Source: an optimization exercise on an open RTL-to-GDS flow (aim: small area, a short achievable clock period and few clock cycles per item). Production flows keep margins and buffers that such runs may drop.
Function was not checked in any run shown here: the RTL went through the layout flow alone.
Power figures rest on the tool's default switching activity, not on a simulated workload.

File: flow/config.mk
export PLATFORM = sky130hd
export DESIGN_NAME = alu
export DESIGN_NICKNAME = alu
export VERILOG_FILES = /design/flow/design.v
export SDC_FILE = /design/flow/constraint.sdc
export NUM_CORES = 4
export LEC_CHECK = 0
export CAP_MARGIN = 20
export CORE_MARGIN = 2
export CORE_UTILIZATION = 40
export SLEW_MARGIN = 20
export SETUP_SLACK_MARGIN = 7
File: flow/constraint.sdc
create_clock -name core_clock -period 10.0 [get_ports {i_clk}]
set_input_delay 2.0000 -clock core_clock [delete_from_list [all_inputs] [get_ports {i_clk}]]
set_output_delay 2.0000 -clock core_clock [all_outputs]
set_load 0.01 [all_outputs]
File: flow/design.v
module alu #(
    parameter INST_W = 4,
    parameter INT_W  = 6,
    parameter FRAC_W = 10,
    parameter DATA_W = INT_W + FRAC_W
)(
    input                      i_clk,
    input                      i_rst_n,
    input                      i_in_valid,
    output                     o_busy,
    input         [INST_W-1:0] i_inst,
    input  signed [DATA_W-1:0] i_data_a,
    input  signed [DATA_W-1:0] i_data_b,
    output                     o_out_valid,
    output        [DATA_W-1:0] o_data
);
integer i;
reg        busy_q;
reg        v1;
reg [3:0]  inst1;
reg [15:0] a1, b1;
reg [15:0] asel1;      
reg [7:0]  enc_one, enc_two, enc_neg;
wire sp_c1 = (i_data_a[15:11] == 5'b00000);             
wire sp_c5 = !i_data_a[15] && !sp_c1;                   
wire sp_c2 = (i_data_a[15:10] == 6'b111111);            
wire sp_c3 = (i_data_a[15:10] == 6'b111110);            
wire sp_c4 = (i_data_a[15:10] == 6'b111101);            
wire [15:0] sp_k = sp_c1 ? 16'd10922 :
                   sp_c2 ? 16'd5461  :
                   sp_c3 ? 16'd3641  :
                   sp_c4 ? 16'd1820  :
                   sp_c5 ? 16'd16384 : 16'd0;
wire [15:0] op_b = (i_inst == 4'd4) ? sp_k : i_data_b;
wire [16:0] op_bx = {op_b, 1'b0};
wire        take = i_in_valid && !busy_q;
assign o_busy = busy_q;
always @(posedge i_clk or negedge i_rst_n) begin
    if (!i_rst_n) begin
        busy_q <= 1'b1;
        v1     <= 1'b0;
    end else begin
        busy_q <= 1'b0;
        v1     <= take;
    end
end
always @(posedge i_clk) begin
    inst1 <= i_inst;
    a1    <= i_data_a;
    b1    <= op_b;
    for (i = 0; i < 16; i = i + 1)
        asel1[i] <= take && (i_inst == 4'd3) && (i_data_a[3:0] == i);
    for (i = 0; i < 8; i = i + 1) begin
        enc_one[i] <= op_bx[2*i+1] ^ op_bx[2*i];
        enc_two[i] <= (op_bx[2*i+2] & ~op_bx[2*i+1] & ~op_bx[2*i]) | (~op_bx[2*i+2] & op_bx[2*i+1] & op_bx[2*i]);
        enc_neg[i] <= op_bx[2*i+2];
    end
end
reg        v2;
reg [1:0]  kind2;      
reg [15:0] x2;         
reg [23:0] m0, m1;     
reg        mc;         
reg [15:0] asel2;
reg        aw2;        
reg        ac2;        
reg [5:0]  bh2;        
reg [9:0]  acc_lo [0:15];
reg [9:0]  acc_hi [0:15];
reg [15:0] accw;
reg [9:0]  lo_cur;
reg        aw1;
always @(*) begin
    lo_cur = 10'd0;
    aw1    = 1'b0;
    for (i = 0; i < 16; i = i + 1) begin
        lo_cur = lo_cur | ({10{asel1[i] & accw[i]}} & acc_lo[i]);
        aw1    = aw1 | (asel1[i] & accw[i]);
    end
end
wire [10:0] lo_sum = {1'b0, lo_cur} + {1'b0, b1[9:0]};
always @(posedge i_clk) begin
    for (i = 0; i < 16; i = i + 1)
        if (asel1[i]) acc_lo[i] <= lo_sum[9:0];
end
always @(posedge i_clk or negedge i_rst_n) begin
    if (!i_rst_n) accw <= 16'd0;
    else          accw <= accw | asel1;
end
wire is_mul = (inst1 == 4'd2);
wire is_sp  = (inst1 == 4'd4);
wire is_acc = (inst1 == 4'd3);
wire [1:0] icode = !is_sp ? 2'd0 :
                   (a1[15:11] == 5'b00000 || a1[15:10] == 6'b111111) ? 2'd1 :
                   (a1[15:10] == 6'b111110) ? 2'd2 :
                   (a1[15:10] == 6'b111101) ? 2'd3 : 2'd0;
wire bo0 = enc_one[0];
wire bt0 = enc_two[0];
wire bn0 = enc_neg[0];
wire pp0_0 = ((bo0 & a1[0]) | (bt0 & 1'b0)) ^ bn0;
wire pp0_1 = ((bo0 & a1[1]) | (bt0 & a1[0])) ^ bn0;
wire pp0_2 = ((bo0 & a1[2]) | (bt0 & a1[1])) ^ bn0;
wire pp0_3 = ((bo0 & a1[3]) | (bt0 & a1[2])) ^ bn0;
wire pp0_4 = ((bo0 & a1[4]) | (bt0 & a1[3])) ^ bn0;
wire pp0_5 = ((bo0 & a1[5]) | (bt0 & a1[4])) ^ bn0;
wire pp0_6 = ((bo0 & a1[6]) | (bt0 & a1[5])) ^ bn0;
wire pp0_7 = ((bo0 & a1[7]) | (bt0 & a1[6])) ^ bn0;
wire pp0_8 = ((bo0 & a1[8]) | (bt0 & a1[7])) ^ bn0;
wire pp0_9 = ((bo0 & a1[9]) | (bt0 & a1[8])) ^ bn0;
wire pp0_10 = ((bo0 & a1[10]) | (bt0 & a1[9])) ^ bn0;
wire pp0_11 = ((bo0 & a1[11]) | (bt0 & a1[10])) ^ bn0;
wire pp0_12 = ((bo0 & a1[12]) | (bt0 & a1[11])) ^ bn0;
wire pp0_13 = ((bo0 & a1[13]) | (bt0 & a1[12])) ^ bn0;
wire pp0_14 = ((bo0 & a1[14]) | (bt0 & a1[13])) ^ bn0;
wire pp0_15 = ((bo0 & a1[15]) | (bt0 & a1[14])) ^ bn0;
wire pp0_16 = ~(((bo0 & a1[15]) | (bt0 & a1[15])) ^ bn0);
wire bo1 = enc_one[1];
wire bt1 = enc_two[1];
wire bn1 = enc_neg[1];
wire pp1_0 = ((bo1 & a1[0]) | (bt1 & 1'b0)) ^ bn1;
wire pp1_1 = ((bo1 & a1[1]) | (bt1 & a1[0])) ^ bn1;
wire pp1_2 = ((bo1 & a1[2]) | (bt1 & a1[1])) ^ bn1;
wire pp1_3 = ((bo1 & a1[3]) | (bt1 & a1[2])) ^ bn1;
wire pp1_4 = ((bo1 & a1[4]) | (bt1 & a1[3])) ^ bn1;
wire pp1_5 = ((bo1 & a1[5]) | (bt1 & a1[4])) ^ bn1;
wire pp1_6 = ((bo1 & a1[6]) | (bt1 & a1[5])) ^ bn1;
wire pp1_7 = ((bo1 & a1[7]) | (bt1 & a1[6])) ^ bn1;
wire pp1_8 = ((bo1 & a1[8]) | (bt1 & a1[7])) ^ bn1;
wire pp1_9 = ((bo1 & a1[9]) | (bt1 & a1[8])) ^ bn1;
wire pp1_10 = ((bo1 & a1[10]) | (bt1 & a1[9])) ^ bn1;
wire pp1_11 = ((bo1 & a1[11]) | (bt1 & a1[10])) ^ bn1;
wire pp1_12 = ((bo1 & a1[12]) | (bt1 & a1[11])) ^ bn1;
wire pp1_13 = ((bo1 & a1[13]) | (bt1 & a1[12])) ^ bn1;
wire pp1_14 = ((bo1 & a1[14]) | (bt1 & a1[13])) ^ bn1;
wire pp1_15 = ((bo1 & a1[15]) | (bt1 & a1[14])) ^ bn1;
wire pp1_16 = ~(((bo1 & a1[15]) | (bt1 & a1[15])) ^ bn1);
wire bo2 = enc_one[2];
wire bt2 = enc_two[2];
wire bn2 = enc_neg[2];
wire pp2_0 = ((bo2 & a1[0]) | (bt2 & 1'b0)) ^ bn2;
wire pp2_1 = ((bo2 & a1[1]) | (bt2 & a1[0])) ^ bn2;
wire pp2_2 = ((bo2 & a1[2]) | (bt2 & a1[1])) ^ bn2;
wire pp2_3 = ((bo2 & a1[3]) | (bt2 & a1[2])) ^ bn2;
wire pp2_4 = ((bo2 & a1[4]) | (bt2 & a1[3])) ^ bn2;
wire pp2_5 = ((bo2 & a1[5]) | (bt2 & a1[4])) ^ bn2;
wire pp2_6 = ((bo2 & a1[6]) | (bt2 & a1[5])) ^ bn2;
wire pp2_7 = ((bo2 & a1[7]) | (bt2 & a1[6])) ^ bn2;
wire pp2_8 = ((bo2 & a1[8]) | (bt2 & a1[7])) ^ bn2;
wire pp2_9 = ((bo2 & a1[9]) | (bt2 & a1[8])) ^ bn2;
wire pp2_10 = ((bo2 & a1[10]) | (bt2 & a1[9])) ^ bn2;
wire pp2_11 = ((bo2 & a1[11]) | (bt2 & a1[10])) ^ bn2;
wire pp2_12 = ((bo2 & a1[12]) | (bt2 & a1[11])) ^ bn2;
wire pp2_13 = ((bo2 & a1[13]) | (bt2 & a1[12])) ^ bn2;
wire pp2_14 = ((bo2 & a1[14]) | (bt2 & a1[13])) ^ bn2;
wire pp2_15 = ((bo2 & a1[15]) | (bt2 & a1[14])) ^ bn2;
wire pp2_16 = ~(((bo2 & a1[15]) | (bt2 & a1[15])) ^ bn2);
wire bo3 = enc_one[3];
wire bt3 = enc_two[3];
wire bn3 = enc_neg[3];
wire pp3_0 = ((bo3 & a1[0]) | (bt3 & 1'b0)) ^ bn3;
wire pp3_1 = ((bo3 & a1[1]) | (bt3 & a1[0])) ^ bn3;
wire pp3_2 = ((bo3 & a1[2]) | (bt3 & a1[1])) ^ bn3;
wire pp3_3 = ((bo3 & a1[3]) | (bt3 & a1[2])) ^ bn3;
wire pp3_4 = ((bo3 & a1[4]) | (bt3 & a1[3])) ^ bn3;
wire pp3_5 = ((bo3 & a1[5]) | (bt3 & a1[4])) ^ bn3;
wire pp3_6 = ((bo3 & a1[6]) | (bt3 & a1[5])) ^ bn3;
wire pp3_7 = ((bo3 & a1[7]) | (bt3 & a1[6])) ^ bn3;
wire pp3_8 = ((bo3 & a1[8]) | (bt3 & a1[7])) ^ bn3;
wire pp3_9 = ((bo3 & a1[9]) | (bt3 & a1[8])) ^ bn3;
wire pp3_10 = ((bo3 & a1[10]) | (bt3 & a1[9])) ^ bn3;
wire pp3_11 = ((bo3 & a1[11]) | (bt3 & a1[10])) ^ bn3;
wire pp3_12 = ((bo3 & a1[12]) | (bt3 & a1[11])) ^ bn3;
wire pp3_13 = ((bo3 & a1[13]) | (bt3 & a1[12])) ^ bn3;
wire pp3_14 = ((bo3 & a1[14]) | (bt3 & a1[13])) ^ bn3;
wire pp3_15 = ((bo3 & a1[15]) | (bt3 & a1[14])) ^ bn3;
wire pp3_16 = ~(((bo3 & a1[15]) | (bt3 & a1[15])) ^ bn3);
wire bo4 = enc_one[4];
wire bt4 = enc_two[4];
wire bn4 = enc_neg[4];
wire pp4_0 = ((bo4 & a1[0]) | (bt4 & 1'b0)) ^ bn4;
wire pp4_1 = ((bo4 & a1[1]) | (bt4 & a1[0])) ^ bn4;
wire pp4_2 = ((bo4 & a1[2]) | (bt4 & a1[1])) ^ bn4;
wire pp4_3 = ((bo4 & a1[3]) | (bt4 & a1[2])) ^ bn4;
wire pp4_4 = ((bo4 & a1[4]) | (bt4 & a1[3])) ^ bn4;
wire pp4_5 = ((bo4 & a1[5]) | (bt4 & a1[4])) ^ bn4;
wire pp4_6 = ((bo4 & a1[6]) | (bt4 & a1[5])) ^ bn4;
wire pp4_7 = ((bo4 & a1[7]) | (bt4 & a1[6])) ^ bn4;
wire pp4_8 = ((bo4 & a1[8]) | (bt4 & a1[7])) ^ bn4;
wire pp4_9 = ((bo4 & a1[9]) | (bt4 & a1[8])) ^ bn4;
wire pp4_10 = ((bo4 & a1[10]) | (bt4 & a1[9])) ^ bn4;
wire pp4_11 = ((bo4 & a1[11]) | (bt4 & a1[10])) ^ bn4;
wire pp4_12 = ((bo4 & a1[12]) | (bt4 & a1[11])) ^ bn4;
wire pp4_13 = ((bo4 & a1[13]) | (bt4 & a1[12])) ^ bn4;
wire pp4_14 = ((bo4 & a1[14]) | (bt4 & a1[13])) ^ bn4;
wire pp4_15 = ((bo4 & a1[15]) | (bt4 & a1[14])) ^ bn4;
wire pp4_16 = ~(((bo4 & a1[15]) | (bt4 & a1[15])) ^ bn4);
wire bo5 = enc_one[5];
wire bt5 = enc_two[5];
wire bn5 = enc_neg[5];
wire pp5_0 = ((bo5 & a1[0]) | (bt5 & 1'b0)) ^ bn5;
wire pp5_1 = ((bo5 & a1[1]) | (bt5 & a1[0])) ^ bn5;
wire pp5_2 = ((bo5 & a1[2]) | (bt5 & a1[1])) ^ bn5;
wire pp5_3 = ((bo5 & a1[3]) | (bt5 & a1[2])) ^ bn5;
wire pp5_4 = ((bo5 & a1[4]) | (bt5 & a1[3])) ^ bn5;
wire pp5_5 = ((bo5 & a1[5]) | (bt5 & a1[4])) ^ bn5;
wire pp5_6 = ((bo5 & a1[6]) | (bt5 & a1[5])) ^ bn5;
wire pp5_7 = ((bo5 & a1[7]) | (bt5 & a1[6])) ^ bn5;
wire pp5_8 = ((bo5 & a1[8]) | (bt5 & a1[7])) ^ bn5;
wire pp5_9 = ((bo5 & a1[9]) | (bt5 & a1[8])) ^ bn5;
wire pp5_10 = ((bo5 & a1[10]) | (bt5 & a1[9])) ^ bn5;
wire pp5_11 = ((bo5 & a1[11]) | (bt5 & a1[10])) ^ bn5;
wire pp5_12 = ((bo5 & a1[12]) | (bt5 & a1[11])) ^ bn5;
wire pp5_13 = ((bo5 & a1[13]) | (bt5 & a1[12])) ^ bn5;
wire pp5_14 = ((bo5 & a1[14]) | (bt5 & a1[13])) ^ bn5;
wire pp5_15 = ((bo5 & a1[15]) | (bt5 & a1[14])) ^ bn5;
wire pp5_16 = ~(((bo5 & a1[15]) | (bt5 & a1[15])) ^ bn5);
wire bo6 = enc_one[6];
wire bt6 = enc_two[6];
wire bn6 = enc_neg[6];
wire pp6_0 = ((bo6 & a1[0]) | (bt6 & 1'b0)) ^ bn6;
wire pp6_1 = ((bo6 & a1[1]) | (bt6 & a1[0])) ^ bn6;
wire pp6_2 = ((bo6 & a1[2]) | (bt6 & a1[1])) ^ bn6;
wire pp6_3 = ((bo6 & a1[3]) | (bt6 & a1[2])) ^ bn6;
wire pp6_4 = ((bo6 & a1[4]) | (bt6 & a1[3])) ^ bn6;
wire pp6_5 = ((bo6 & a1[5]) | (bt6 & a1[4])) ^ bn6;
wire pp6_6 = ((bo6 & a1[6]) | (bt6 & a1[5])) ^ bn6;
wire pp6_7 = ((bo6 & a1[7]) | (bt6 & a1[6])) ^ bn6;
wire pp6_8 = ((bo6 & a1[8]) | (bt6 & a1[7])) ^ bn6;
wire pp6_9 = ((bo6 & a1[9]) | (bt6 & a1[8])) ^ bn6;
wire pp6_10 = ((bo6 & a1[10]) | (bt6 & a1[9])) ^ bn6;
wire pp6_11 = ((bo6 & a1[11]) | (bt6 & a1[10])) ^ bn6;
wire pp6_12 = ((bo6 & a1[12]) | (bt6 & a1[11])) ^ bn6;
wire pp6_13 = ((bo6 & a1[13]) | (bt6 & a1[12])) ^ bn6;
wire pp6_14 = ((bo6 & a1[14]) | (bt6 & a1[13])) ^ bn6;
wire pp6_15 = ((bo6 & a1[15]) | (bt6 & a1[14])) ^ bn6;
wire pp6_16 = ~(((bo6 & a1[15]) | (bt6 & a1[15])) ^ bn6);
wire bo7 = enc_one[7];
wire bt7 = enc_two[7];
wire bn7 = enc_neg[7];
wire pp7_0 = ((bo7 & a1[0]) | (bt7 & 1'b0)) ^ bn7;
wire pp7_1 = ((bo7 & a1[1]) | (bt7 & a1[0])) ^ bn7;
wire pp7_2 = ((bo7 & a1[2]) | (bt7 & a1[1])) ^ bn7;
wire pp7_3 = ((bo7 & a1[3]) | (bt7 & a1[2])) ^ bn7;
wire pp7_4 = ((bo7 & a1[4]) | (bt7 & a1[3])) ^ bn7;
wire pp7_5 = ((bo7 & a1[5]) | (bt7 & a1[4])) ^ bn7;
wire pp7_6 = ((bo7 & a1[6]) | (bt7 & a1[5])) ^ bn7;
wire pp7_7 = ((bo7 & a1[7]) | (bt7 & a1[6])) ^ bn7;
wire pp7_8 = ((bo7 & a1[8]) | (bt7 & a1[7])) ^ bn7;
wire pp7_9 = ((bo7 & a1[9]) | (bt7 & a1[8])) ^ bn7;
wire pp7_10 = ((bo7 & a1[10]) | (bt7 & a1[9])) ^ bn7;
wire pp7_11 = ((bo7 & a1[11]) | (bt7 & a1[10])) ^ bn7;
wire pp7_12 = ((bo7 & a1[12]) | (bt7 & a1[11])) ^ bn7;
wire pp7_13 = ((bo7 & a1[13]) | (bt7 & a1[12])) ^ bn7;
wire pp7_14 = ((bo7 & a1[14]) | (bt7 & a1[13])) ^ bn7;
wire pp7_15 = ((bo7 & a1[15]) | (bt7 & a1[14])) ^ bn7;
wire pp7_16 = ~(((bo7 & a1[15]) | (bt7 & a1[15])) ^ bn7);
wire kc9 = (icode == 2'd0);
wire kc11 = (icode == 2'd1) | (icode == 2'd2);
wire kc12 = (icode == 2'd2) | (icode == 2'd3);
wire kc13 = (icode == 2'd3);
wire kc14 = (icode == 2'd1) | (icode == 2'd2) | (icode == 2'd3);
wire kc15 = (icode == 2'd1);
wire kc16 = (icode == 2'd0) | (icode == 2'd1) | (icode == 2'd2);
wire kc17 = (icode == 2'd0);
wire kc18 = (icode == 2'd1);
wire kc19 = (icode == 2'd0) | (icode == 2'd2);
wire kc20 = (icode == 2'd1) | (icode == 2'd2);
wire kc21 = (icode == 2'd0) | (icode == 2'd2);
wire kc22 = (icode == 2'd1);
wire kc23 = (icode == 2'd0);
wire kc24 = (icode == 2'd1) | (icode == 2'd2) | (icode == 2'd3);
wire fs0 = bn1 ^ pp0_2 ^ pp1_0;
wire fc0 = (bn1 & pp0_2) | (bn1 & pp1_0) | (pp0_2 & pp1_0);
wire fs1 = pp0_3 ^ pp1_1 ^ fc0;
wire fc1 = (pp0_3 & pp1_1) | (pp0_3 & fc0) | (pp1_1 & fc0);
wire fs2 = bn2 ^ pp0_4 ^ pp1_2;
wire fc2 = (bn2 & pp0_4) | (bn2 & pp1_2) | (pp0_4 & pp1_2);
wire fs3 = pp2_0 ^ fs2 ^ fc1;
wire fc3 = (pp2_0 & fs2) | (pp2_0 & fc1) | (fs2 & fc1);
wire fs4 = pp0_5 ^ pp1_3 ^ pp2_1;
wire fc4 = (pp0_5 & pp1_3) | (pp0_5 & pp2_1) | (pp1_3 & pp2_1);
wire fs5 = fc2 ^ fs4 ^ fc3;
wire fc5 = (fc2 & fs4) | (fc2 & fc3) | (fs4 & fc3);
wire fs6 = bn3 ^ pp0_6 ^ pp1_4;
wire fc6 = (bn3 & pp0_6) | (bn3 & pp1_4) | (pp0_6 & pp1_4);
wire fs7 = pp2_2 ^ pp3_0 ^ fc4;
wire fc7 = (pp2_2 & pp3_0) | (pp2_2 & fc4) | (pp3_0 & fc4);
wire fs8 = fs6 ^ fs7 ^ fc5;
wire fc8 = (fs6 & fs7) | (fs6 & fc5) | (fs7 & fc5);
wire fs9 = pp0_7 ^ pp1_5 ^ pp2_3;
wire fc9 = (pp0_7 & pp1_5) | (pp0_7 & pp2_3) | (pp1_5 & pp2_3);
wire fs10 = pp3_1 ^ fc6 ^ fs9;
wire fc10 = (pp3_1 & fc6) | (pp3_1 & fs9) | (fc6 & fs9);
wire fs11 = fc7 ^ fs10 ^ fc8;
wire fc11 = (fc7 & fs10) | (fc7 & fc8) | (fs10 & fc8);
wire fs12 = bn4 ^ pp0_8 ^ pp1_6;
wire fc12 = (bn4 & pp0_8) | (bn4 & pp1_6) | (pp0_8 & pp1_6);
wire fs13 = pp2_4 ^ pp3_2 ^ pp4_0;
wire fc13 = (pp2_4 & pp3_2) | (pp2_4 & pp4_0) | (pp3_2 & pp4_0);
wire fs14 = fc9 ^ fs12 ^ fs13;
wire fc14 = (fc9 & fs12) | (fc9 & fs13) | (fs12 & fs13);
wire fs15 = fc10 ^ fs14 ^ fc11;
wire fc15 = (fc10 & fs14) | (fc10 & fc11) | (fs14 & fc11);
wire fs16 = kc9 ^ pp0_9 ^ pp1_7;
wire fc16 = (kc9 & pp0_9) | (kc9 & pp1_7) | (pp0_9 & pp1_7);
wire fs17 = pp2_5 ^ pp3_3 ^ pp4_1;
wire fc17 = (pp2_5 & pp3_3) | (pp2_5 & pp4_1) | (pp3_3 & pp4_1);
wire fs18 = fc12 ^ fc13 ^ fs16;
wire fc18 = (fc12 & fc13) | (fc12 & fs16) | (fc13 & fs16);
wire fs19 = fs17 ^ fc14 ^ fs18;
wire fc19 = (fs17 & fc14) | (fs17 & fs18) | (fc14 & fs18);
wire fs20 = bn5 ^ pp0_10 ^ pp1_8;
wire fc20 = (bn5 & pp0_10) | (bn5 & pp1_8) | (pp0_10 & pp1_8);
wire fs21 = pp2_6 ^ pp3_4 ^ pp4_2;
wire fc21 = (pp2_6 & pp3_4) | (pp2_6 & pp4_2) | (pp3_4 & pp4_2);
wire fs22 = pp5_0 ^ fc16 ^ fc17;
wire fc22 = (pp5_0 & fc16) | (pp5_0 & fc17) | (fc16 & fc17);
wire fs23 = fs20 ^ fs21 ^ fc18;
wire fc23 = (fs20 & fs21) | (fs20 & fc18) | (fs21 & fc18);
wire fs24 = fs22 ^ fc19 ^ fs23;
wire fc24 = (fs22 & fc19) | (fs22 & fs23) | (fc19 & fs23);
wire fs25 = kc11 ^ pp0_11 ^ pp1_9;
wire fc25 = (kc11 & pp0_11) | (kc11 & pp1_9) | (pp0_11 & pp1_9);
wire fs26 = pp2_7 ^ pp3_5 ^ pp4_3;
wire fc26 = (pp2_7 & pp3_5) | (pp2_7 & pp4_3) | (pp3_5 & pp4_3);
wire fs27 = pp5_1 ^ fc20 ^ fc21;
wire fc27 = (pp5_1 & fc20) | (pp5_1 & fc21) | (fc20 & fc21);
wire fs28 = fs25 ^ fs26 ^ fc22;
wire fc28 = (fs25 & fs26) | (fs25 & fc22) | (fs26 & fc22);
wire fs29 = fs27 ^ fc23 ^ fs28;
wire fc29 = (fs27 & fc23) | (fs27 & fs28) | (fc23 & fs28);
wire fs30 = bn6 ^ kc12 ^ pp0_12;
wire fc30 = (bn6 & kc12) | (bn6 & pp0_12) | (kc12 & pp0_12);
wire fs31 = pp1_10 ^ pp2_8 ^ pp3_6;
wire fc31 = (pp1_10 & pp2_8) | (pp1_10 & pp3_6) | (pp2_8 & pp3_6);
wire fs32 = pp4_4 ^ pp5_2 ^ pp6_0;
wire fc32 = (pp4_4 & pp5_2) | (pp4_4 & pp6_0) | (pp5_2 & pp6_0);
wire fs33 = fc25 ^ fc26 ^ fs30;
wire fc33 = (fc25 & fc26) | (fc25 & fs30) | (fc26 & fs30);
wire fs34 = fs31 ^ fs32 ^ fc27;
wire fc34 = (fs31 & fs32) | (fs31 & fc27) | (fs32 & fc27);
wire fs35 = fs33 ^ fc28 ^ fs34;
wire fc35 = (fs33 & fc28) | (fs33 & fs34) | (fc28 & fs34);
wire fs36 = kc13 ^ pp0_13 ^ pp1_11;
wire fc36 = (kc13 & pp0_13) | (kc13 & pp1_11) | (pp0_13 & pp1_11);
wire fs37 = pp2_9 ^ pp3_7 ^ pp4_5;
wire fc37 = (pp2_9 & pp3_7) | (pp2_9 & pp4_5) | (pp3_7 & pp4_5);
wire fs38 = pp5_3 ^ pp6_1 ^ fc30;
wire fc38 = (pp5_3 & pp6_1) | (pp5_3 & fc30) | (pp6_1 & fc30);
wire fs39 = fc31 ^ fc32 ^ fs36;
wire fc39 = (fc31 & fc32) | (fc31 & fs36) | (fc32 & fs36);
wire fs40 = fs37 ^ fc33 ^ fs38;
wire fc40 = (fs37 & fc33) | (fs37 & fs38) | (fc33 & fs38);
wire fs41 = fs39 ^ fc34 ^ fs40;
wire fc41 = (fs39 & fc34) | (fs39 & fs40) | (fc34 & fs40);
wire fs42 = bn7 ^ kc14 ^ pp0_14;
wire fc42 = (bn7 & kc14) | (bn7 & pp0_14) | (kc14 & pp0_14);
wire fs43 = pp1_12 ^ pp2_10 ^ pp3_8;
wire fc43 = (pp1_12 & pp2_10) | (pp1_12 & pp3_8) | (pp2_10 & pp3_8);
wire fs44 = pp4_6 ^ pp5_4 ^ pp6_2;
wire fc44 = (pp4_6 & pp5_4) | (pp4_6 & pp6_2) | (pp5_4 & pp6_2);
wire fs45 = pp7_0 ^ fc36 ^ fc37;
wire fc45 = (pp7_0 & fc36) | (pp7_0 & fc37) | (fc36 & fc37);
wire fs46 = fs42 ^ fs43 ^ fs44;
wire fc46 = (fs42 & fs43) | (fs42 & fs44) | (fs43 & fs44);
wire fs47 = fc38 ^ fc39 ^ fs45;
wire fc47 = (fc38 & fc39) | (fc38 & fs45) | (fc39 & fs45);
wire fs48 = fs46 ^ fc40 ^ fs47;
wire fc48 = (fs46 & fc40) | (fs46 & fs47) | (fc40 & fs47);
wire fs49 = kc15 ^ pp0_15 ^ pp1_13;
wire fc49 = (kc15 & pp0_15) | (kc15 & pp1_13) | (pp0_15 & pp1_13);
wire fs50 = pp2_11 ^ pp3_9 ^ pp4_7;
wire fc50 = (pp2_11 & pp3_9) | (pp2_11 & pp4_7) | (pp3_9 & pp4_7);
wire fs51 = pp5_5 ^ pp6_3 ^ pp7_1;
wire fc51 = (pp5_5 & pp6_3) | (pp5_5 & pp7_1) | (pp6_3 & pp7_1);
wire fs52 = fc42 ^ fc43 ^ fc44;
wire fc52 = (fc42 & fc43) | (fc42 & fc44) | (fc43 & fc44);
wire fs53 = fs49 ^ fs50 ^ fs51;
wire fc53 = (fs49 & fs50) | (fs49 & fs51) | (fs50 & fs51);
wire fs54 = fc45 ^ fc46 ^ fs52;
wire fc54 = (fc45 & fc46) | (fc45 & fs52) | (fc46 & fs52);
wire fs55 = fs53 ^ fc47 ^ fs54;
wire fc55 = (fs53 & fc47) | (fs53 & fs54) | (fc47 & fs54);
wire fs56 = kc16 ^ pp0_16 ^ pp1_14;
wire fc56 = (kc16 & pp0_16) | (kc16 & pp1_14) | (pp0_16 & pp1_14);
wire fs57 = pp2_12 ^ pp3_10 ^ pp4_8;
wire fc57 = (pp2_12 & pp3_10) | (pp2_12 & pp4_8) | (pp3_10 & pp4_8);
wire fs58 = pp5_6 ^ pp6_4 ^ pp7_2;
wire fc58 = (pp5_6 & pp6_4) | (pp5_6 & pp7_2) | (pp6_4 & pp7_2);
wire fs59 = fc49 ^ fc50 ^ fc51;
wire fc59 = (fc49 & fc50) | (fc49 & fc51) | (fc50 & fc51);
wire fs60 = fs56 ^ fs57 ^ fs58;
wire fc60 = (fs56 & fs57) | (fs56 & fs58) | (fs57 & fs58);
wire fs61 = fc52 ^ fc53 ^ fs59;
wire fc61 = (fc52 & fc53) | (fc52 & fs59) | (fc53 & fs59);
wire fs62 = fs60 ^ fc54 ^ fs61;
wire fc62 = (fs60 & fc54) | (fs60 & fs61) | (fc54 & fs61);
wire fs63 = kc17 ^ pp1_15 ^ pp2_13;
wire fc63 = (kc17 & pp1_15) | (kc17 & pp2_13) | (pp1_15 & pp2_13);
wire fs64 = pp3_11 ^ pp4_9 ^ pp5_7;
wire fc64 = (pp3_11 & pp4_9) | (pp3_11 & pp5_7) | (pp4_9 & pp5_7);
wire fs65 = pp6_5 ^ pp7_3 ^ fc56;
wire fc65 = (pp6_5 & pp7_3) | (pp6_5 & fc56) | (pp7_3 & fc56);
wire fs66 = fc57 ^ fc58 ^ fs63;
wire fc66 = (fc57 & fc58) | (fc57 & fs63) | (fc58 & fs63);
wire fs67 = fs64 ^ fc59 ^ fc60;
wire fc67 = (fs64 & fc59) | (fs64 & fc60) | (fc59 & fc60);
wire fs68 = fs65 ^ fs66 ^ fc61;
wire fc68 = (fs65 & fs66) | (fs65 & fc61) | (fs66 & fc61);
wire fs69 = fs67 ^ fc62 ^ fs68;
wire fc69 = (fs67 & fc62) | (fs67 & fs68) | (fc62 & fs68);
wire fs70 = kc18 ^ pp1_16 ^ pp2_14;
wire fc70 = (kc18 & pp1_16) | (kc18 & pp2_14) | (pp1_16 & pp2_14);
wire fs71 = pp3_12 ^ pp4_10 ^ pp5_8;
wire fc71 = (pp3_12 & pp4_10) | (pp3_12 & pp5_8) | (pp4_10 & pp5_8);
wire fs72 = pp6_6 ^ pp7_4 ^ fc63;
wire fc72 = (pp6_6 & pp7_4) | (pp6_6 & fc63) | (pp7_4 & fc63);
wire fs73 = fc64 ^ fs70 ^ fs71;
wire fc73 = (fc64 & fs70) | (fc64 & fs71) | (fs70 & fs71);
wire fs74 = fc65 ^ fc66 ^ fs72;
wire fc74 = (fc65 & fc66) | (fc65 & fs72) | (fc66 & fs72);
wire fs75 = fs73 ^ fc67 ^ fs74;
wire fc75 = (fs73 & fc67) | (fs73 & fs74) | (fc67 & fs74);
wire fs76 = fc68 ^ fs75 ^ fc69;
wire fc76 = (fc68 & fs75) | (fc68 & fc69) | (fs75 & fc69);
wire fs77 = kc19 ^ pp2_15 ^ pp3_13;
wire fc77 = (kc19 & pp2_15) | (kc19 & pp3_13) | (pp2_15 & pp3_13);
wire fs78 = pp4_11 ^ pp5_9 ^ pp6_7;
wire fc78 = (pp4_11 & pp5_9) | (pp4_11 & pp6_7) | (pp5_9 & pp6_7);
wire fs79 = pp7_5 ^ fc70 ^ fc71;
wire fc79 = (pp7_5 & fc70) | (pp7_5 & fc71) | (fc70 & fc71);
wire fs80 = fs77 ^ fs78 ^ fc72;
wire fc80 = (fs77 & fs78) | (fs77 & fc72) | (fs78 & fc72);
wire fs81 = fc73 ^ fs79 ^ fc74;
wire fc81 = (fc73 & fs79) | (fc73 & fc74) | (fs79 & fc74);
wire fs82 = fs80 ^ fc75 ^ fs81;
wire fc82 = (fs80 & fc75) | (fs80 & fs81) | (fc75 & fs81);
wire fs83 = kc20 ^ pp2_16 ^ pp3_14;
wire fc83 = (kc20 & pp2_16) | (kc20 & pp3_14) | (pp2_16 & pp3_14);
wire fs84 = pp4_12 ^ pp5_10 ^ pp6_8;
wire fc84 = (pp4_12 & pp5_10) | (pp4_12 & pp6_8) | (pp5_10 & pp6_8);
wire fs85 = pp7_6 ^ fc77 ^ fc78;
wire fc85 = (pp7_6 & fc77) | (pp7_6 & fc78) | (fc77 & fc78);
wire fs86 = fs83 ^ fs84 ^ fc79;
wire fc86 = (fs83 & fs84) | (fs83 & fc79) | (fs84 & fc79);
wire fs87 = fs85 ^ fc80 ^ fs86;
wire fc87 = (fs85 & fc80) | (fs85 & fs86) | (fc80 & fs86);
wire fs88 = fc81 ^ fs87 ^ fc82;
wire fc88 = (fc81 & fs87) | (fc81 & fc82) | (fs87 & fc82);
wire fs89 = kc21 ^ pp3_15 ^ pp4_13;
wire fc89 = (kc21 & pp3_15) | (kc21 & pp4_13) | (pp3_15 & pp4_13);
wire fs90 = pp5_11 ^ pp6_9 ^ pp7_7;
wire fc90 = (pp5_11 & pp6_9) | (pp5_11 & pp7_7) | (pp6_9 & pp7_7);
wire fs91 = fc83 ^ fc84 ^ fs89;
wire fc91 = (fc83 & fc84) | (fc83 & fs89) | (fc84 & fs89);
wire fs92 = fs90 ^ fc85 ^ fs91;
wire fc92 = (fs90 & fc85) | (fs90 & fs91) | (fc85 & fs91);
wire fs93 = fc86 ^ fs92 ^ fc87;
wire fc93 = (fc86 & fs92) | (fc86 & fc87) | (fs92 & fc87);
wire fs94 = kc22 ^ pp3_16 ^ pp4_14;
wire fc94 = (kc22 & pp3_16) | (kc22 & pp4_14) | (pp3_16 & pp4_14);
wire fs95 = pp5_12 ^ pp6_10 ^ pp7_8;
wire fc95 = (pp5_12 & pp6_10) | (pp5_12 & pp7_8) | (pp6_10 & pp7_8);
wire fs96 = fc89 ^ fc90 ^ fs94;
wire fc96 = (fc89 & fc90) | (fc89 & fs94) | (fc90 & fs94);
wire fs97 = fs95 ^ fc91 ^ fs96;
wire fc97 = (fs95 & fc91) | (fs95 & fs96) | (fc91 & fs96);
wire fs98 = fc92 ^ fs97 ^ fc93;
wire fc98 = (fc92 & fs97) | (fc92 & fc93) | (fs97 & fc93);
wire fs99 = kc23 ^ pp4_15 ^ pp5_13;
wire fc99 = (kc23 & pp4_15) | (kc23 & pp5_13) | (pp4_15 & pp5_13);
wire fs100 = pp6_11 ^ pp7_9 ^ fc94;
wire fc100 = (pp6_11 & pp7_9) | (pp6_11 & fc94) | (pp7_9 & fc94);
wire fs101 = fc95 ^ fs99 ^ fc96;
wire fc101 = (fc95 & fs99) | (fc95 & fc96) | (fs99 & fc96);
wire fs102 = fs100 ^ fc97 ^ fs101;
wire fc102 = (fs100 & fc97) | (fs100 & fs101) | (fc97 & fs101);
wire fs103 = kc24 ^ pp4_16 ^ pp5_14;
wire fc103 = (kc24 & pp4_16) | (kc24 & pp5_14) | (pp4_16 & pp5_14);
wire fs104 = pp6_12 ^ pp7_10 ^ fc99;
wire fc104 = (pp6_12 & pp7_10) | (pp6_12 & fc99) | (pp7_10 & fc99);
wire fs105 = fs103 ^ fc100 ^ fs104;
wire fc105 = (fs103 & fc100) | (fs103 & fs104) | (fc100 & fs104);
wire fs106 = fc101 ^ fs105 ^ fc102;
wire fc106 = (fc101 & fs105) | (fc101 & fc102) | (fs105 & fc102);
wire fs107 = 1'b1 ^ pp5_15 ^ pp6_13;
wire fc107 = (1'b1 & pp5_15) | (1'b1 & pp6_13) | (pp5_15 & pp6_13);
wire fs108 = pp7_11 ^ fc103 ^ fs107;
wire fc108 = (pp7_11 & fc103) | (pp7_11 & fs107) | (fc103 & fs107);
wire fs109 = fc104 ^ fs108 ^ fc105;
wire fc109 = (fc104 & fs108) | (fc104 & fc105) | (fs108 & fc105);
wire fs110 = pp5_16 ^ pp6_14 ^ pp7_12;
wire fc110 = (pp5_16 & pp6_14) | (pp5_16 & pp7_12) | (pp6_14 & pp7_12);
wire fs111 = fc107 ^ fs110 ^ fc108;
wire fc111 = (fc107 & fs110) | (fc107 & fc108) | (fs110 & fc108);
wire fs112 = 1'b1 ^ pp6_15 ^ pp7_13;
wire fc112 = (1'b1 & pp6_15) | (1'b1 & pp7_13) | (pp6_15 & pp7_13);
wire fs113 = fc110 ^ fs112 ^ fc111;
wire fc113 = (fc110 & fs112) | (fc110 & fc111) | (fs112 & fc111);
wire fs114 = pp6_16 ^ pp7_14 ^ fc112;
wire fc114 = (pp6_16 & pp7_14) | (pp6_16 & fc112) | (pp7_14 & fc112);
wire fs115 = 1'b1 ^ pp7_15 ^ fc114;
wire fc115 = (1'b1 & pp7_15) | (1'b1 & fc114) | (pp7_15 & fc114);
wire [31:0] mr0 = {1'b1, pp7_16, fs115, fc113, fs113, fc109, fc106, fs106, fc98, fs98, fc88, fs88, fc76, fs76, fs69, fc55, fc48, fc41, fc35, fc29, fc24, fs24, fc15, fs15, fs11, fs8, fs5, fs3, fs1, fs0, pp0_1, pp0_0};
wire [31:0] mr1 = {1'b0, fc115, 1'b0, fs114, 1'b0, fs111, fs109, 1'b0, fs102, 1'b0, fs93, 1'b0, fs82, 1'b0, 1'b0, fs62, fs55, fs48, fs41, fs35, fs29, 1'b0, fs19, 1'b0, 1'b0, 1'b0, 1'b0, 1'b0, 1'b0, 1'b0, 1'b0, bn0};
wire [8:0] mlow = {1'b0, mr0[7:0]} + {1'b0, mr1[7:0]};
wire        sub  = inst1[0];
wire [15:0] bx   = b1 ^ {16{sub}};
wire [16:0] as   = {a1[15], a1} + {bx[15], bx} + {16'd0, sub};
wire [15:0] as_s = (as[16] == as[15]) ? as[15:0] : as[16] ? 16'h8000 : 16'h7fff;
wire        is_rot = inst1[0];
wire [3:0]  sh   = is_rot ? (4'd0 - b1[3:0]) : b1[3:0];
wire [15:0] rr   = ({a1, a1} >> sh);
reg  [15:0] therm;                        
always @(*) begin
    for (i = 0; i < 16; i = i + 1)
        therm[i] = (b1[3:0] > i);
end
reg  [15:0] shf;
always @(*) begin
    for (i = 0; i < 16; i = i + 1) begin
        if (is_rot)
            shf[i] = (b1[15:5] != 11'd0 || (b1[4] && therm[i])) ? 1'b0 : rr[i];
        else
            shf[i] = (b1[15:4] != 12'd0 || therm[15-i]) ? a1[15] : rr[i];
    end
end
reg  [4:0]  clz;
always @(*) begin
    clz = 5'd16;
    for (i = 0; i < 16; i = i + 1)
        if (a1[i]) clz = 5'd15 - i;
end
reg [15:0] rmatch;
always @(*) begin
    rmatch = 16'd0;
    for (i = 0; i < 13; i = i + 1)
        rmatch[i] = (a1[i +: 4] == {b1[15-i], b1[14-i], b1[13-i], b1[12-i]});
end
reg [15:0] simple;
always @(*) begin
    case (inst1)
        4'd0, 4'd1: simple = as_s;
        4'd5:       simple = a1 ^ b1;
        4'd6, 4'd7: simple = shf;
        4'd8:       simple = {11'd0, clz};
        default:    simple = rmatch;
    endcase
end
always @(posedge i_clk or negedge i_rst_n) begin
    if (!i_rst_n) v2 <= 1'b0;
    else          v2 <= v1;
end
always @(posedge i_clk) begin
    kind2 <= is_acc ? 2'd1 : is_mul ? 2'd2 : is_sp ? 2'd3 : 2'd0;
    x2    <= is_acc ? {6'd0, lo_sum[9:0]} : simple;
    m0    <= mr0[31:8];
    m1    <= mr1[31:8];
    mc    <= mlow[8];
    asel2 <= asel1;
    aw2   <= aw1;
    ac2   <= lo_sum[10];
    bh2   <= b1[15:10];
end
reg        vo;
reg [15:0] out_q;
reg [9:0] hi_rd;
always @(*) begin
    hi_rd = 10'd0;
    for (i = 0; i < 16; i = i + 1)
        hi_rd = hi_rd | ({10{asel2[i]}} & acc_hi[i]);
end
wire [9:0] hi_cur = aw2 ? hi_rd : 10'd0;
wire [9:0] hi_sum = hi_cur + {{4{bh2[5]}}, bh2} + {9'd0, ac2};
always @(posedge i_clk) begin
    for (i = 0; i < 16; i = i + 1)
        if (asel2[i]) acc_hi[i] <= hi_sum;
end
wire [23:0] t = m0 + m1 + {23'd0, mc};
wire [15:0] mul_r = (t[23:17] == 7'h00 || t[23:17] == 7'h7f) ? t[17:2] :
                    t[23] ? 16'h8000 : 16'h7fff;
wire [15:0] acc_r = (hi_sum[9:5] == 5'h00 || hi_sum[9:5] == 5'h1f) ? {hi_sum[5:0], x2[9:0]} :
                    hi_sum[9] ? 16'h8000 : 16'h7fff;
always @(posedge i_clk or negedge i_rst_n) begin
    if (!i_rst_n) vo <= 1'b0;
    else          vo <= v2;
end
always @(posedge i_clk) begin
    case (kind2)
        2'd1:    out_q <= acc_r;
        2'd2:    out_q <= mul_r;
        2'd3:    out_q <= t[21:6];
        default: out_q <= x2;
    endcase
end
assign o_out_valid = vo;
assign o_data      = out_q;
endmodule
File: flow/flow/run.sh
#!/bin/bash
cd "$(dirname "$0")/.."
echo "export SETUP_SLACK_MARGIN = 7" >> config.mk
bash standard.sh > standard.log 2>&1
File: flow/standard.sh
#!/bin/bash
# synth_recipe.tcl (not shown) runs the flow's synth.tcl, then flattens the netlist and writes it again
# the make line also repeats each setting of config.mk as NAME=value (left out here)
make -C /OpenROAD-flow-scripts/flow DESIGN_CONFIG=/design/flow/config.mk WORK_HOME=/design/flow/orfs CLKGATE_MAP_FILE= SYNTH_SCRIPT=/design/flow/synth_recipe.tcl "${@:-finish}"
==> qor.yml, run 1 <==
cts:
  cts.clk_slew.worst_paths_ns: 0.06
  cts_tree: "built"
  htree_num_levels: 2
  cts_hold_buffers: 0
  cts_buffers: 55
  clk_latency_ns: 0.65
  cts_sinks: 503
  clockBufferDepth: 3
  clockRootBuffer: "clkbuf_16"
timing:
  finalCritPeriodShare: 0.417
  relSlewSlack: 0.386
  tightest_slew_ns: 0.920
  tns_ns: 0
  finalMaxSlewViolations: 0
  skew_ns: 0.0563
  clock.fmax_mhz: 240
  setup_viol: 0
  hold_viol: 0
  rsz0062_at_grt: "yes"
  fin_crit_ns: 4.17
job:
  drv_cap: 0
yosys:
  synthArstFlopShare: 0.0398
  ys.flop_type: "edfxtp_1"
  syn-instance-count: 2290
  syn-num-nets: 2500
  ys_types: 88
  synth_edf_count: 320
  synthesis.area_um2: 27000
  syn_area_per_cell_um2: 11.8
  ys_seq_area_frac: 0.494
  yosysWarnings: 3
  synth-seq-cells: 503
critical_path:
  arrival_ns: 4.67
  cp.required_ns: 10.50
  crit_type: "reg -> reg"
  cp_slowest_cell: "fa_1"
  crit_fanout: 2
  worstSetupEndpointType: "flip-flop"
  critPathMaxStageDelay_ns: 0.56
  critPathMostFrequentCell: "fa_2"
  path_cells: "buf_12, buf_4, buf_6, xor2_1, and3_4, or2_4, buf_4, buf_6, buf_6, fa_2, fa_2, fa_1, inv_2, fa_2, inv_2, fa_2, fa_2"
  cp-start-kind: "flip-flop"
pwr:
  total_power_uw: 6960
  leakage_uw: 0.0127
  p_per_area_nw_per_um2: 205
  ir_drop_uv: 146
route:
  top_layer: "met5"
  wl_met1_um: 37400
  post-route-drc-count: 0
  avgRoutedWirePerCell_um: 25.6
  first_pass_iters: 5
  drt-total-wl_um: 86700
  drt_iter0_markers: 1981
  wl_met2_um: 39600
  via_per_inst: 5.90
  vias: 20000
  drtAntennaViolNets: 0
  wl_met3_um: 6850
global_routing:
  grt_max_degree: 46
  grt_util_all_layers: 0.242
  grt_pass1_wl_um: 128000
  gr-total-overflow: 0
  grt_pass1_vias: 20000
  antenna_found_initial: 3
die:
  die_y_um: 264
  io_pins: 57
  die_w_um: 264
  start_util: 0.403
  core.rowCount: 95
  dieArea_um2: 69700
  coreArea_um2: 67000
outcome:
  status: "timing/DRC/antenna clean"
final_layout:
  final_nets: 2680
  fillCellCount: 5878
  area_growth_pct: 25.4
  drive_above_1_share: 0.290
  layout_commonest_cell: "edfxtp_1"
  layout_common_cells: "edfxtp_1 (320), buf_4 (141), a22oi_1 (140)"
min_path:
  hp-class: "reg -> reg"
place:
  port_buffers: 56
  gp_congestion: 0.891
  hpwl_um: 51400
[path summary, 6_finish.rpt]
kind,from,endpoint,slack [ns],cells past startpoint
max in group asynchronous,i_rst_n,busy_q,8.33,1
min,v1,v2,0.35,0
min in group asynchronous,i_rst_n,accw[12],1.31,1
max reg2reg,a1[11],m0[10],5.83,17
min reg2reg,v1,v2,0.35,0
max,a1[11],m0[10],5.83,17
[sequential cells by signal (all words and copies together) (netlist names), 4 cells and up]
register / cells
m1: 14
enc_one: 8
a1: 16
m0: 23
enc_two: 8
accw: 16
bh2: 6
b1: 8
enc_neg: 7
acc_hi: 160
asel2: 16
x2: 16
acc_lo: 160
out_q: 16
asel1: 16
inst1: 4
[report_power, final]
group,internal [µW],switching (µW)
Sequential,2370,120
Combinational,1090,1410
Clock,1090,877
[metrics by stage]
stage	worst slack (ns)	hold slack, ns	util	instances	instance area (µm²)
2_1_floorplan	5.85	0.329	-	2290	27900
5_1_grt	5.73	0.368	0.506	3390	33900
6_report	5.83	0.349	0.506	3391	33900
4_1_cts	5.85	0.353	0.495	3348	33200
3_3_place_gp	5.30	0.337	0.431	3102	28900
3_5_place_dp	5.22	0.339	0.431	3102	28900
[worst max-delay path, delay by kind of cell, from the launching register on]
kind,cells,cell delay [ns]
xor+xnor,1,0.14
simple gates,2,0.44
buf+inv,8,0.82
flops,1,0.35
fa+ha+maj,6,2.30
[cell usage after synthesis, drive strengths merged (15+ instances only)]
cell type | instances | area share
nor2 | 82 | 0.011
clkbuf | 117 | 0.016
nor4 | 17 | 0.0042
mux2i | 36 | 0.013
edfxtp | 320 | 0.36
a21oi | 71 | 0.013
o21a | 16 | 0.0045
fa | 116 | 0.086
a21o | 22 | 0.0061
xnor2 | 133 | 0.043
nor3 | 30 | 0.0056
nand3 | 26 | 0.0050
a22o | 72 | 0.023
buf | 49 | 0.0085
dfrtp | 19 | 0.018
nand2b | 15 | 0.0035
or2 | 23 | 0.0053
ha | 55 | 0.025
and3 | 20 | 0.0046
nand2 | 95 | 0.013
o21ai | 76 | 0.014
a22oi | 144 | 0.040
mux4 | 17 | 0.014
a221oi | 80 | 0.026
nand4 | 22 | 0.0051
xor2 | 129 | 0.042
a31oi | 17 | 0.0045
dfxtp | 163 | 0.12
inv | 145 | 0.020
and2 | 27 | 0.0063
[cell families after synthesis]
logic type               share of synthesized area
flip-flops                                   0.494
buffers and inverters                       0.0451
other                                     0.000139
multiplexers                                0.0304
XOR/XNOR                                    0.0848
adder cells (fa/ha/maj)                      0.111
AO/OA/AOI/OAI                                0.158
AND/OR/NAND/NOR                             0.0763
[layer usage]
layer	GRT usage	up-vias
met5	0	-
met4	0.0765	2
met3	0.0441	177
met2	0.383	926
met1	0.338	10100
li1	-	8788
[what timing repair did]
| action | CTS | global route |
|---|---|---|
| gates resized for setup | 423 | 117 |
| buffers inserted | 129 | 38 |
| setup endpoints to repair | 370 | 299 |
| gates cloned | 13 | 4 |
| pin swaps | 111 | 69 |
[final cells by class]
cell class	instances	area (µm²)	area share
Multi-Input combinational cell	1475	13800	0.407
Sequential cell	503	13500	0.398
Timing Repair Buffer	289	3160	0.0932
Clock buffer	74	1500	0.0441
Tap cell	873	1090	0.0322
Inverter	146	556	0.0164
Clock inverter	30	274	0.00808
Antenna cell	1	2.50	0.0000738
==> run 2, diff against run 1 <==
==> flow/flow/run.sh (replaced) <==
#!/bin/bash
cd "$(dirname "$0")/.."
echo "export SETUP_SLACK_MARGIN = 7" >> config.mk
echo "export TNS_END_PERCENT = 10" >> config.mk
bash standard.sh > standard.log 2>&1
--- a/flow/config.mk
+++ b/flow/config.mk
@@ -10,3 +10,4 @@
 export CORE_UTILIZATION = 40
 export SLEW_MARGIN = 20
 export SETUP_SLACK_MARGIN = 7
+export TNS_END_PERCENT = 10
==> run 2 against run 1 <==
Hold slack improved by 0.0027 ns; critical path depth decreased by 2; largest cell class is now registers; count of clock-buffer cells in the layout decreased by 6; register-to-register slack improved by 0.06 ns; clock skew decreased by 0.0019 ns; global-route usage decreased by 0.23 points; clock power increased by 6%; synthesized area unchanged; power increased by 0.19%; largest power group is now sequential cells; sequential share of layout area increased by 1.3 points; cell area decreased by 3.4%.
==> qor.yml, run 2 <==
yosys:
  synth.largest_area_cell: "edfxtp_1"
  synth.most_common_cell: "edfxtp_1"
  yosysWarnings: 3  # unchanged
  ys_types: 88  # unchanged
  synthesis.area_um2: 27000  # unchanged
  synthArstFlopShare: 0.0398  # unchanged
  syn-instance-count: 2290  # unchanged
  synthTopCellsByArea: "edfxtp_1 (36%), dfxtp_1 (12%), fa_1 (8.6%)"
  synth_edf_count: 320  # unchanged
  syn_area_per_cell_um2: 11.8  # unchanged
  ys_seq_area_frac: 0.494  # unchanged
  synth_top_area_share: 0.355  # unchanged
  synth_commonest_cells: "edfxtp_1 (320), dfxtp_1 (163), a22oi_1 (144), inv_1 (144), xnor2_1 (133)"
  synth-seq-cells: 503  # unchanged
  syn-num-nets: 2500  # unchanged
  ys.flop_type: "edfxtp_1"
critical_path:
  cp_slowest_cell: "or4_4"
  crit_fanout: 8  # +6
  crit_type: "reg -> reg"
  critPathMostFrequentCell: "buf_4"
  critPathMaxStageDelay_ns: 0.48  # -0.08 ns
  worstSetupEndpointType: "flip-flop"
  reg2reg_from: "asel2[12]"
  worst-path-buf-inv: 4  # -4
  timing.rr.end: "out_q[9]"
  cp-start-kind: "flip-flop"
  cp.depth: 15  # -2
  arrival_ns: 4.57  # -0.10 ns
  path_cells: "buf_12, buf_4, buf_4, a22o_1, a221oi_1, a31oi_1, ha_1, and3_4, a221oi_2, xor2_1, inv_2, or4_4, o21a_4, a222oi_1, o211ai_1"
  cp.required_ns: 10.46  # -0.04 ns
  worstRegToRegCells: 15  # -2
  r2r_setup_slack_ns: 5.89  # +0.06 ns
  cp-endpoint: "out_q[9]"
  path_delay_family: "compound AO/OA/AOI/OAI gates"
  critical_path.startpoint: "asel2[12]"
global_routing:
  antenna_found_initial: 1  # -2
  gr-total-overflow: 0  # unchanged
  grt_pass1_vias: 19900  # -0.61%
  grt_pass1_wl_um: 126000  # -1.2%
  grt_max_degree: 34  # -26%
  grt_util_all_layers: 0.240  # -0.00225
timing:
  skew_ns: 0.0544  # -0.00190 ns
  relSlewSlack: 0.373  # -0.0129
  rsz0062_at_grt: "yes"
  tightest_slew_ns: 0.940  # +0.0193 ns
  fin_crit_ns: 4.11  # -0.0592 ns
  finalMaxSlewViolations: 0  # unchanged
  hold_viol: 0  # unchanged
  finalCritPeriodShare: 0.411  # -0.00592
  holdWs_ns: 0.352  # +0.00265 ns
  clock.fmax_mhz: 243  # +1.4%
  tns_ns: 0  # unchanged
  setup_viol: 0  # unchanged
cts:
  cts.clk_slew.worst_paths_ns: 0.06  # about the same
  htree_num_levels: 2  # unchanged
  clockBufferDepth: 3  # unchanged
  cts_sinks: 503  # unchanged
  cts_tree: "built"
  clockRootBuffer: "clkbuf_16"
  cts_buffers: 54  # -1.8%
  clk_latency_ns: 0.65  # about the same
route:
  via_per_inst: 5.97  # +1.2%
  vias: 19800  # -1.1%
  first_pass_iters: 6  # +1
  post-route-drc-count: 0  # unchanged
  drtAntennaViolNets: 0  # unchanged
  drt-total-wl_um: 85100  # -1.8%
  avgRoutedWirePerCell_um: 25.7  # +0.48%
  drt_iter0_markers: 2010  # +1.5%
pwr:
  p_sw_uw: 2360  # -2.0%
  leakage_uw: 0.0122  # -4.3%
  power.internal_uw: 4610  # +1.4%
  p_seq_frac: 0.358  # about the same
  combPwrFrac: 0.344  # -0.015
  p_clk_frac: 0.298  # +0.015
  swShare: 0.339  # -0.00773
  p_per_area_nw_per_um2: 213  # +3.7%
  ir_drop_uv: 158  # +8.2%
die:
  core.rowCount: 95  # unchanged
  die_y_um: 264  # unchanged
  io_pins: 57  # unchanged
  coreArea_um2: 67000  # unchanged
  dieArea_um2: 69700  # unchanged
  start_util: 0.403  # unchanged
  die_w_um: 264  # unchanged
outcome:
  status: "timing/DRC/antenna clean"
final_layout:
  fillCellCount: 5887  # +0.15%
  layout_common_cells: "edfxtp_1 (320), a22oi_1 (138), inv_1 (130)"
  num_antenna_cells: 0  # -1
  final_nets: 2605  # -2.8%
  top_regs: "acc_hi x160, acc_lo x160, m0 x23"
  area_growth_pct: 21.2
  drive_above_1_share: 0.206  # -0.0832
  layout_commonest_cell: "edfxtp_1"
min_path:
  hp-class: "reg -> reg"
place:
  hpwl_um: 51300  # -0.16%
  port_buffers: 56  # unchanged
  gp_congestion: 0.928  # +4.2%
job:
  drv_cap: 0  # unchanged
## run 2: cell counts after synthesis
Identical to the previous run, type by type.
## run 2: logic make-up (layout without fill, tap and decap cells)
kind of cell	count (synthesis)	count (layout)	share of synthesized area
simple gates	402	402	0.0763
mux	60	60	0.0304
fa+ha+maj	171	171	0.111
compound gates	579	580	0.158
other cells	1	1	0.000139
xor+xnor	262	262	0.0848
flops	503	503	0.494
buf+inv	312	462	0.0451
## run 2: worst min-delay path by stage
stage	start	endpoint	slack [ns]	depth (start not counted)
6_report	v1	v2	0.35	0
5_1_grt	v1	v2	0.37	0
3_5_place_dp	v1	v2	0.34	0
3_3_place_gp	v1	v2	0.34	0
2_1_floorplan	b1[10]	bh2[0]	0.33	0
4_1_cts	v1	v2	0.35	0
## run 2: per-layer routing
layer / vias to the layer above / part of all wire / track usage
met4: 2 / 0.041 / 0.0917
met5: - / 0.00011 / 0
met2: 1029 / 0.45 / 0.376
met1: 9871 / 0.42 / 0.331
met3: 234 / 0.087 / 0.0445
li1: 8650 / - / -
## run 2: through the flow
step	instance area (µm²)	instances	utilization	worst slack, ns	power, µW
detailed placement	28600	3104	0.427	4.96	4770
global placement	28600	3104	0.426	5.07	4690
CTS	32200	3288	0.481	5.81	6960
finish	32800	3314	0.489	5.89	6970
floorplan	27300	2290	-	5.83	4060
global route	32800	3314	0.489	5.69	7400
## run 2: area by class of cell
| class | instances | area [µm²] | share of cell area |
|---|---|---|---|
| sequential | 503 | 13500 | 0.411 |
| multi-input combinational | 1476 | 13300 | 0.406 |
| timing repair buffer | 214 | 2480 | 0.0756 |
| clock buffer | 68 | 1420 | 0.0434 |
| tap | 873 | 1090 | 0.0333 |
| inverter | 146 | 561 | 0.0171 |
| clock inverter | 34 | 439 | 0.0134 |
## run 2: power by group through the flow
| stage | registers [µW] | logic, µW | clock network (µW) |
|---|---|---|---|
| after floorplan | 2470 | 1590 | 0 |
| after global placement | 2540 | 2150 | 0 |
| after detailed placement | 2540 | 2230 | 0 |
| after CTS | 2490 | 2350 | 2110 |
| after global routing | 2510 | 2690 | 2200 |
| final | 2500 | 2400 | 2080 |
## run 2: what timing repair did
item                       4_1_cts  5_1_grt
setup endpoints to repair      387      338
hold buffers                     0        0
pin swaps                       52       49
hold endpoints to repair         0        0
setup buffers                   68       24
gates cloned                    14        2
gates resized for setup        222       78

afterwards: timing with drivers on the ports:
The results above use ideal ports. As a check the final layouts listed here were re-extracted and re-timed, cells and wires unchanged.
Step 1, drivers: a clkbuf_16 drives i_clk and a buf_2 each remaining input, both assumed.
Step 2 times the ports against the registers' clock, not the clock port: input delays grow and output delays shrink by t, the midpoint of the rising clock arrivals with the driver on.
Three values: ideal ports, drivers, drivers and shift; two values: the first two.
run | t (ns) | setup WS [ns] | worst slew at a driven data input, ns
run 1 | 0.684 | 5.828 / 5.828 / 5.828 | 0.07
run 2 | 0.678 | 5.888 / 5.888 / 5.469 | 0.04
After both steps every run listed still meets setup and hold. The setup slack of run 2, which loses most, moves by 0.000 ns with the drivers and by -0.419 ns with both steps.
